This design comes from an exercise in tuning for small area on the open sky130 flow, not from production work. Function was checked by simulation only, so behaviour that the tests miss may differ from the original. The clock port is modelled as an ideal driver, which makes a skipped or thinned clock tree look cheaper than it is; a real chip needs a root buffer or a tree. Power is estimated from default activity; no workload was simulated.

## 06-18
## timer
module timer (
    input clk,
    input reset,
    output [3:0] dig,
    output [7:0] segments
);
reg [14:0] lf;
wire sec_tick = lf[0] & ~lf[1] & lf[2] & ~lf[3] & ~lf[4] & ~lf[5] & lf[6] & lf[7]
              & lf[10] & ~lf[11] & ~lf[12] & ~lf[13] & lf[14];
always @(posedge clk, posedge reset)
    if (reset)
        lf <= 15'h0d8a;
    else
        lf <= {lf[13:0], (lf[14] ^ lf[13]) & ~sec_tick};
reg [3:0] sec_0;
reg [2:0] sec_1;
wire s0_10 = sec_0[3] & sec_0[1];
wire s1_6 = sec_1[2] & sec_1[1];
wire c0_1 = sec_tick & sec_0[0];
wire c0_2 = c0_1 & sec_0[1];
wire c1_1 = s0_10 & sec_1[0];
always @(posedge clk, posedge reset)
    if (reset) begin
        sec_0 <= 4'd0;
        sec_1 <= 3'd0;
    end else begin
        sec_0[0] <= sec_0[0] ^ sec_tick;
        sec_0[1] <= (sec_0[1] ^ c0_1) & ~s0_10;
        sec_0[2] <= sec_0[2] ^ c0_2;
        sec_0[3] <= (sec_0[3] & ~sec_0[1]) | (c0_2 & sec_0[2]);
        sec_1[0] <= sec_1[0] ^ s0_10;
        sec_1[1] <= (sec_1[1] ^ c1_1) & ~s1_6;
  ...
Settings: LEC_CHECK=0, CAP_MARGIN=20, CORE_MARGIN=2, CORE_UTILIZATION=28, SLEW_MARGIN=20, BUFFER_PORTS_ARGS=-buffer_cell sky130_fd_sc_hd__buf_1, CTS_ARGS=-sink_clustering_enable -repair_clock_nets -dont_use_dummy_load -buf_list sky130_fd_sc_hd__clkbuf_8 -root_buf sky130_fd_sc_hd__clkbuf_16 -sink_clustering_size 30 -sink_clustering_max_diameter 200, SKIP_REPAIR_TIE_FANOUT=1, POST_CTS_TCL=/design/flow/flow/post_cts.tcl; clock period 5.0 ns.
standard.sh (not shown) runs the stock make flow with config.mk's settings and CLKGATE_MAP_FILE= SYNTH_SCRIPT=/design/flow/synth_recipe.tcl, a recipe that flattens the netlist after the stock synthesis.
==> flow/flow/run.sh <==
#!/bin/bash
# Own layout flow: the standard ORFS flow with three changes.
#  1. Synthesis is ORFS's synthesis script with the ABC step run with an
#     area-oriented script (flow/area.abc) and without the half/full-adder
#     extraction; everything before ABC (and so every register and its name)
#     is the same as in the standard synthesis.
#  2. Ports are buffered with the smallest buffer (buf_1).
#  3. Clock tree synthesis uses clkbuf_8 and no dummy loads.
set -euo pipefail
W=$(pwd)
F=$W/flow

sed "s|^  log_cmd abc {\*}\$abc_args|  log_cmd abc -script $F/area.abc {*}[lrange \$abc_args 2 end]|" \
    "$FLOW_HOME/scripts/synth.tcl" > "$W/own_synth.tcl"
grep -q "$F/area.abc" "$W/own_synth.tcl"
sed "s|source \$::env(SCRIPTS_DIR)/synth.tcl|source $W/own_synth.tcl|" "$W/synth_recipe.tcl" > "$W/own_synth_recipe.tcl"
grep -q "own_synth.tcl" "$W/own_synth_recipe.tcl"

cat "$F/extra.mk" >> "$W/config.mk"
echo "export POST_CTS_TCL = $F/post_cts.tcl" >> "$W/config.mk"

bash "$W/standard.sh" SYNTH_SCRIPT="$W/own_synth_recipe.tcl" ADDER_MAP_FILE= finish > "$W/flow_make.log" 2>&1
==> flow/flow/area.abc <==
strash
&get -n
&fraig -x
&put
dc2
strash
&get -n
&dch -f
&nf -R 1000
&put
==> flow/flow/extra.mk <==
export BUFFER_PORTS_ARGS = -buffer_cell sky130_fd_sc_hd__buf_1
export CTS_ARGS = -sink_clustering_enable -repair_clock_nets -dont_use_dummy_load -buf_list sky130_fd_sc_hd__clkbuf_8 -root_buf sky130_fd_sc_hd__clkbuf_16 -sink_clustering_size 30 -sink_clustering_max_diameter 200
export SKIP_REPAIR_TIE_FANOUT = 1
==> flow/flow/post_cts.tcl <==
# Collapse the clock tree to one buffer: the sinks of every clock buffer that
# is driven by another clock buffer move to that driver's output net, and the
# emptied buffers and nets are removed.
set block [ord::get_db_block]
set bufs {}
foreach inst [$block getInsts] {
  if {[string match sky130_fd_sc_hd__clkbuf_* [[$inst getMaster] getName]]} {
    lappend bufs $inst
  }
}
foreach inst $bufs {
  set in [[$inst findITerm A] getNet]
  set out [[$inst findITerm X] getNet]
  set drv ""
  foreach it [$in getITerms] {
    if {[$it isOutputSignal]} { set drv [$it getInst] }
  }
  if {$drv eq ""} { continue }
  if {![string match sky130_fd_sc_hd__clkbuf_* [[$drv getMaster] getName]]} { continue }
  foreach it [$out getITerms] {
    if {[$it getInst] eq $inst} { continue }
    $it disconnect
    $it connect $in
  }
  puts "post_cts: removed clock buffer [$inst getName]"
  odb::dbInst_destroy $inst
  odb::dbNet_destroy $out
}
06-18 ran to completion and came out clean on the timing, design-rule and antenna checks.
Setup changes, 06-18 to 12-28
--- a/flow/flow/post_cts.tcl
+++ b/flow/flow/post_cts.tcl
@@ -28,0 +29,10 @@
+
+# The one remaining clock buffer becomes a buf_12.
+set db [ord::get_db]
+set m12 [$db findMaster sky130_fd_sc_hd__buf_12]
+foreach inst [$block getInsts] {
+  if {[string match sky130_fd_sc_hd__clkbuf_* [[$inst getMaster] getName]]} {
+    $inst swapMaster $m12
+    puts "post_cts: [$inst getName] is now a buf_12"
+  }
+}
--- outcome ---
12-28 | stages: all done | timing, DRC, antenna: all pass
The worst IR drop on VDD number comes out lower for 12-28 vs 06-18.
Comparing 12-28 and 06-18, the lower clock insertion delay at the later pin of the skew report is on 12-28.
Global-route met1 utilization: 12-28 > 06-18
Part of the cycle the worst path needs ends up higher on 06-18.
Relative to 06-18, the final cell area reported for 12-28 is lower.
06-18 vs 12-28, global routing's busiest layer: met2 vs met1
Status: share of the final layout cell area in multi-input gates parity (06-18, 12-28)
12-28 -> 06-18: number of primary I/O pins flat
For smallest hold slack, 12-28 and 06-18 come out practically identical.
There was hardly any difference in non-clock buffer count between 06-18 and 12-28.
Sort 12-28 and 06-18 by shortest clock period the worst path allows after layout asc -> top: 12-28
Between 06-18 and 12-28, the count of filler cells inserted in the layout figures differ only marginally.

## static timing again, ports no longer ideal
In the flow no input, the clock included, has a driving cell. The finished layouts below were timed again as built, in two steps. Step 1, drivers: a clkbuf_16 drives clk and a buf_2 each remaining input, both assumed. Step 2, shift: input delay + t, output delay - t, t = (earliest + latest rising clock arrival at the registers) / 2. This alone moves slack from input paths to output paths. Three values: no drivers, after step 1, after step 2; two values: the first two.
| run | shift t [ns] | setup slack, ns | worst setup path after step 2 | worst data-port slew with drivers (ns) | pins driven straight from the clock port |
|---|---|---|---|---|---|
| 06-18 | 0.179 | 2.131 / 2.105 / 2.285 | register to output | 0.03 | 1 |
| 12-28 | 0.156 | 2.159 / 2.131 / 2.287 | register to output | 0.03 | 1 |
After both steps every run listed still meets setup and hold.
